From an optimization exercise on the open Yosys and OpenROAD flow, aimed at small area; shortcuts taken in it are not production practice. The RTL was checked by simulation tests, not by an equivalence proof against the original design. The clock port is modelled as an ideal driver; clocking choices that lean on that would not hold on a real chip. Power is estimated from default activity; no workload was simulated.

## v12
==> flow/design.v (excerpt) <==
module top(
    input  clk,
    input  rst_n,
    input  BTNU,
    output h_sync,
    output v_sync,
    output wire [3:0] red,
    output wire [3:0] green,
    output wire [3:0] blue,
    output [3:0] an,
    output [6:0] seg
);
    wire point_scored;
    vgaf vga_inst (
        .clk148(clk),
        .rst_n(rst_n),
        .BTNU(BTNU),
        .h_sync(h_sync),
        .v_sync(v_sync),
        .red(red),
        .green(green),
        .blue(blue),
        .point_scored(point_scored)
    );
    score scor_inst (
        .clk148(clk),
        .rst_n(rst_n),
        .point(point_scored),
        .an(an),
        .seg(seg)
    );
endmodule
clock: 6.7 ns
lec_check: 0
cap_margin: 20
core_margin: 2
core_utilization: 70
place_density: 0.8
slew_margin: 20
standard.sh (not shown) runs the stock make flow with config.mk's settings and CLKGATE_MAP_FILE= SYNTH_SCRIPT=/design/flow/synth_recipe.tcl, a recipe that flattens the netlist after the stock synthesis.
==> flow/flow/run.sh <==
#!/bin/bash
# Own layout flow: the standard flow (standard.sh) with three changes:
#  - synthesis maps the logic with an area-oriented ABC script (abc_area.script)
#    and extracts only full adders (no half adders) before it; everything else
#    in synthesis, registers included, is the standard flow's own;
#  - the ports get the smallest buffer (buf_1);
#  - the clock tree is built by pre_cts.tcl (three clkbuf_16 fed by the port).
set -euo pipefail
F="$PWD/flow"
cat > "$F/my_synth.tcl" <<EOT
proc abc {args} {
  set i [lsearch \$args -script]
  if {\$i >= 0} { lset args [expr {\$i + 1}] $F/abc_area.script }
  yosys abc {*}\$args
}
proc extract_fa {args} { yosys extract_fa -fa }
source $PWD/synth_recipe.tcl
EOT
export BUFFER_PORTS_ARGS="-buffer_cell sky130_fd_sc_hd__buf_1"
export PRE_CTS_TCL="$F/pre_cts.tcl"
bash standard.sh SYNTH_SCRIPT="$F/my_synth.tcl" finish > standard.log 2>&1
==> flow/flow/pre_cts.tcl <==
# PRE_CTS hook: build the clock tree by hand (the clock port drives three
# clkbuf_16, each driving an equal share of the flip-flops) and have TritonCTS skip
# those nets, so it adds no further levels or dummy loads.
source [file join [file dirname [info script]] clk.tcl]
manual_clock_tree 3 sky130_fd_sc_hd__clkbuf_16
set_cts_config -skip_nets {clk clknet_leaf_0 clknet_leaf_1 clknet_leaf_2}
Other scripts of this flow, unchanged in this note and not shown: flow/flow/abc_area.script, flow/flow/clk.tcl
> inputs changed (v12 -> v46)
diff --git a/flow/flow/run.sh b/flow/flow/run.sh
--- a/flow/flow/run.sh
+++ b/flow/flow/run.sh
@@ -3,3 +3,2 @@
-#  - synthesis maps the logic with an area-oriented ABC script (abc_area.script)
-#    and extracts only full adders (no half adders) before it; everything else
-#    in synthesis, registers included, is the standard flow's own;
+#  - synthesis maps the logic with an area-oriented ABC script (abc_area.script);
+#    everything else in synthesis, registers included, is the standard flow's own;
@@ -7 +6 @@
-#  - the clock tree is built by pre_cts.tcl (three clkbuf_16 fed by the port).
+#  - the clock tree is built by pre_cts.tcl (four clkbuf_8 fed by the port).
@@ -16 +14,0 @@
-proc extract_fa {args} { yosys extract_fa -fa }
==> flow/flow/pre_cts.tcl <==
# PRE_CTS hook: build the clock tree by hand (the clock port drives four
# clkbuf_8, each driving a cluster of flip-flops) and have TritonCTS skip
# those nets, so it adds no further levels or dummy loads.
source [file join [file dirname [info script]] clk.tcl]
manual_clock_tree 3 sky130_fd_sc_hd__clkbuf_16
set_cts_config -skip_nets {clk clknet_leaf_0 clknet_leaf_1 clknet_leaf_2}
Notes after the runs:
v46 falls short of v12 in upper clock frequency limit.
Compared with v12, v46 shows final RePlAce weighted congestion lower by 0.018.
Switching power of the nets ends up lower on v46.
Slowest library cell on the worst path = sky130_fd_sc_hd__dfstp_2: v12; slowest library cell on the worst path = sky130_fd_sc_hd__a2111oi_0: v46
v46 vs v12 on worst hold slack: v46 is the higher one.
Re final core utilization: v12 and v46 aren't equal, and the lower value belongs to v12.
v46 vs. v12: global-route usage stayed essentially flat; largest vdd supply drop has decreased.
Delta (v46 minus v12): wire length after detailed routing essentially unchanged, iteration count of the initial detailed-routing pass up 1.
Here is what was changed in the inputs of v27 compared with v46.
==> flow/flow/my_synth.tcl (new file) <==
proc abc {args} {
  set i [lsearch $args -script]
  if {$i >= 0} { lset args [expr {$i + 1}] /design/flow/flow/abc_area.script }
  yosys abc {*}$args
}
source /design/flow/synth_recipe.tcl
diff --git a/flow/flow/pre_cts.tcl b/flow/flow/pre_cts.tcl
--- a/flow/flow/pre_cts.tcl
+++ b/flow/flow/pre_cts.tcl
@@ -5,2 +5,2 @@
-manual_clock_tree 3 sky130_fd_sc_hd__clkbuf_16
-set_cts_config -skip_nets {clk clknet_leaf_0 clknet_leaf_1 clknet_leaf_2}
+manual_clock_tree 4 sky130_fd_sc_hd__clkbuf_16
+set_cts_config -skip_nets {clk clknet_leaf_0 clknet_leaf_1 clknet_leaf_2 clknet_leaf_3}
### Flow results
Comparing the two runs side by side, v27 comes out behind v46 on cell leakage power. Compared with v46, in v27 final area shows an increase of 0.53%, area after synthesis ~0 delta, share of power burned in the clock network higher. Total power (v27 vs. v46) increases by a few percent.
diff inputs: v27 => v43
diff --git a/flow/flow/run.sh b/flow/flow/run.sh
--- a/flow/flow/run.sh
+++ b/flow/flow/run.sh
@@ -3,2 +3,3 @@
-#  - synthesis maps the logic with an area-oriented ABC script (abc_area.script);
-#    everything else in synthesis, registers included, is the standard flow's own;
+#  - synthesis maps the logic with an area-oriented ABC script (abc_area.script)
+#    and extracts only full adders (no half adders) before it; everything else
+#    in synthesis, registers included, is the standard flow's own;
@@ -6 +7 @@
-#  - the clock tree is built by pre_cts.tcl (four clkbuf_8 fed by the port).
+#  - the clock tree is built by pre_cts.tcl (three clkbuf_16 fed by the port).
@@ -14,0 +16 @@
+proc extract_fa {args} { yosys extract_fa -fa }
diff --git a/flow/flow/my_synth.tcl b/flow/flow/my_synth.tcl
--- a/flow/flow/my_synth.tcl
+++ b/flow/flow/my_synth.tcl
@@ -5,0 +6 @@
+proc extract_fa {args} { yosys extract_fa -fa }
diff --git a/flow/flow/pre_cts.tcl b/flow/flow/pre_cts.tcl
--- a/flow/flow/pre_cts.tcl
+++ b/flow/flow/pre_cts.tcl
@@ -5,2 +5,2 @@
-manual_clock_tree 4 sky130_fd_sc_hd__clkbuf_16
-set_cts_config -skip_nets {clk clknet_leaf_0 clknet_leaf_1 clknet_leaf_2 clknet_leaf_3}
+manual_clock_tree 3 sky130_fd_sc_hd__clkbuf_16
+set_cts_config -skip_nets {clk clknet_leaf_0 clknet_leaf_1 clknet_leaf_2}
## What came out
Between v27 and v43, the count of max-cap constraint violations figures differ only marginally. Horizontal extent of the die: v27 and v43 compared, higher one is v27. v27 -> v43: via count normalized by instance count increased slightly. Comparing clock share of power for v27 and v43, the smaller number came from v43. Last weighted congestion value of the routability-driven placer up about 2.2% in v43 wrt v27. Sort v27 and v43 by overall track demand over capacity in global routing desc -> top: v43. Diff v27 -> v43: worst hold slack flat; detailed-route wire length up 1.3%. On detailed route wirelength on metal2, v27 and v43 are neck and neck.


run 1:
Starting RTL as in the previous note.
// top
module top(
    input  clk,
    input  rst_n,
    input  BTNU,
    output h_sync,
    output v_sync,
    output wire [3:0] red,
    output wire [3:0] green,
    output wire [3:0] blue,
    output [3:0] an,
    output [6:0] seg
);
==> flow/config.mk <==
export PLATFORM = sky130hd
export DESIGN_NAME = top
export DESIGN_NICKNAME = top
export VERILOG_FILES = /design/flow/design.v
export SDC_FILE = /design/flow/constraint.sdc
export NUM_CORES = 4
export LEC_CHECK = 0
export CAP_MARGIN = 20
export CORE_MARGIN = 2
export CORE_UTILIZATION = 70
export PLACE_DENSITY = 0.8
export SLEW_MARGIN = 20
==> flow/constraint.sdc <==
create_clock -name core_clock -period 6.7 [get_ports {clk}]
set_input_delay 1.3400 -clock core_clock [delete_from_list [all_inputs] [get_ports {clk}]]
set_output_delay 1.3400 -clock core_clock [all_outputs]
set_load 0.01 [all_outputs]
==> flow/flow/run.sh <==
#!/bin/bash
# Own layout flow: the standard flow (standard.sh), with the smallest
# buffer on the ports and no dummy clock loads in CTS.
set -e
export BUFFER_PORTS_ARGS="-buffer_cell sky130_fd_sc_hd__buf_1"
export CTS_ARGS="-sink_clustering_enable -repair_clock_nets -dont_use_dummy_load -sink_clustering_size 30 -sink_clustering_max_diameter 100"
bash standard.sh > standard.log 2>&1
Edits applied to the flow inputs when going from run 1 to run 2:
==> flow/flow/run.sh <==
#!/bin/bash
# Own layout flow: the standard flow (standard.sh), with the smallest
# buffer on the ports and no dummy clock loads in CTS.
set -e
export BUFFER_PORTS_ARGS="-buffer_cell sky130_fd_sc_hd__buf_1"
export CTS_ARGS="-repair_clock_nets -dont_use_dummy_load -root_buf sky130_fd_sc_hd__clkbuf_16 -buf_list sky130_fd_sc_hd__clkbuf_16"
bash standard.sh > standard.log 2>&1
[summary]
Run 2 vs run 1 — met2 layer wire length in the routed design climbed by a few percent
Met3 routing resource usage after global routing (run 2 over run 1): decrease, 0.67 points
Buffer share of cell area: run 1 vs run 2, no meaningful difference
Between run 2 and run 1, the sequential element share of the synthesized area figures differ only marginally.
Wire length in run 2 is 3.1% above run 1.
Run 2 vs. run 1: worst path setup slack after routing went down by 0.023 ns.
On via count, run 1 and run 2 are basically level.
The run showing the smaller clock period minus worst slack is run 1.
The growth of design area from synthesis to finish of run 2 exceeds that of run 1 by 2.1 points.
#### Input delta (run 3 over run 2)
==> flow/flow/run.sh <==
#!/bin/bash
# Own layout flow: the standard flow (standard.sh), with the smallest
# buffer on the ports and no dummy clock loads in CTS.
set -e
export BUFFER_PORTS_ARGS="-buffer_cell sky130_fd_sc_hd__buf_1"
export CTS_ARGS="-sink_clustering_enable -repair_clock_nets -dont_use_dummy_load"
bash standard.sh > standard.log 2>&1
- In the tables for run 2 and run 3, global-route wire length before repair reads lower with run 3.
- Run 2 → run 3: worst hold slack lost 0.0076 ns, number of fillers in the final layout picked up an extra about 5%, final wirelength lost 250 µm.
Here is what was changed in the inputs of run 4 compared with run 3.
==> flow/run.sh (new file) <==
#!/bin/bash
# synth_recipe.tcl (not shown) runs the flow's synth.tcl, then flattens the netlist and writes it again
# the make line also repeats each setting of config.mk as NAME=value (left out here)
make -C /OpenROAD-flow-scripts/flow DESIGN_CONFIG=/design/flow/config.mk WORK_HOME=/design/flow/orfs CLKGATE_MAP_FILE= SYNTH_SCRIPT=/design/flow/synth_recipe.tcl finish
removed: flow/flow/run.sh
removed: flow/standard.sh
==> comparison <==
- Run 4 finished every step from synthesis to the final layout, and the layout passed the timing, DRC and antenna checks.
- The final layout from run 3, which completed every stage, passed the timing, DRC and antenna checks at the end of the flow.
- Capturing instance or port of the critical path = green[0]: run 4; capturing instance or port of the critical path = green[1]: run 3
- Comparing run 3 and run 4, the lower final RePlAce weighted congestion was measured on run 4.
- Power per standard cell area for run 4 is higher than for run 3.
- Diff run 4..run 3 | cell count of the worst reg-to-reg path | unchanged
- The higher wire length of the first global-routing pass came out of run 4.
- Run 4 — minimum period implied by the final worst setup slack 0.43 ns higher, run 3 as reference

## re-timing with driven ports
How much do the figures lean on ideal ports? The routed layouts below were timed once more, with nothing changed but the port constraints.
Step 1, drivers: a clkbuf_16 drives clk and a buf_2 each remaining input, both assumed.
Step 2 times the ports against the registers' clock, not the clock port: input delays grow and output delays shrink by t, the midpoint of the rising clock arrivals with the driver on.
a / b / c = ideal / step 1 / step 2; a / b = the first two.
run	shift t [ns]	slack for setup (ns)	worst setup path at the end	worst register clock-pin slew, ns	cell pins on the clock port's net
v12	0.231	1.087 / 1.024 / 1.256	register to output	0.12 / 0.12	3
v46	0.232	0.849 / 0.785 / 1.018	register to output	0.11 / 0.11	3
v27	0.228	1.025 / 0.948 / 1.177	register to output	0.09 / 0.09	4
v43	0.231	1.087 / 1.024 / 1.256	register to output	0.12 / 0.12	3
run 1	0.381	1.334 / 1.304 / 1.539	register to register	0.10 / 0.10	1
run 2	0.366	1.311 / 1.275 / 1.517	register to register	0.07 / 0.07	1
run 3	0.381	1.334 / 1.304 / 1.539	register to register	0.10 / 0.10	1
run 4	0.393	0.905 / 0.874 / 1.267	register to output	0.10 / 0.10	1
After both steps setup and hold are still met in every run listed.
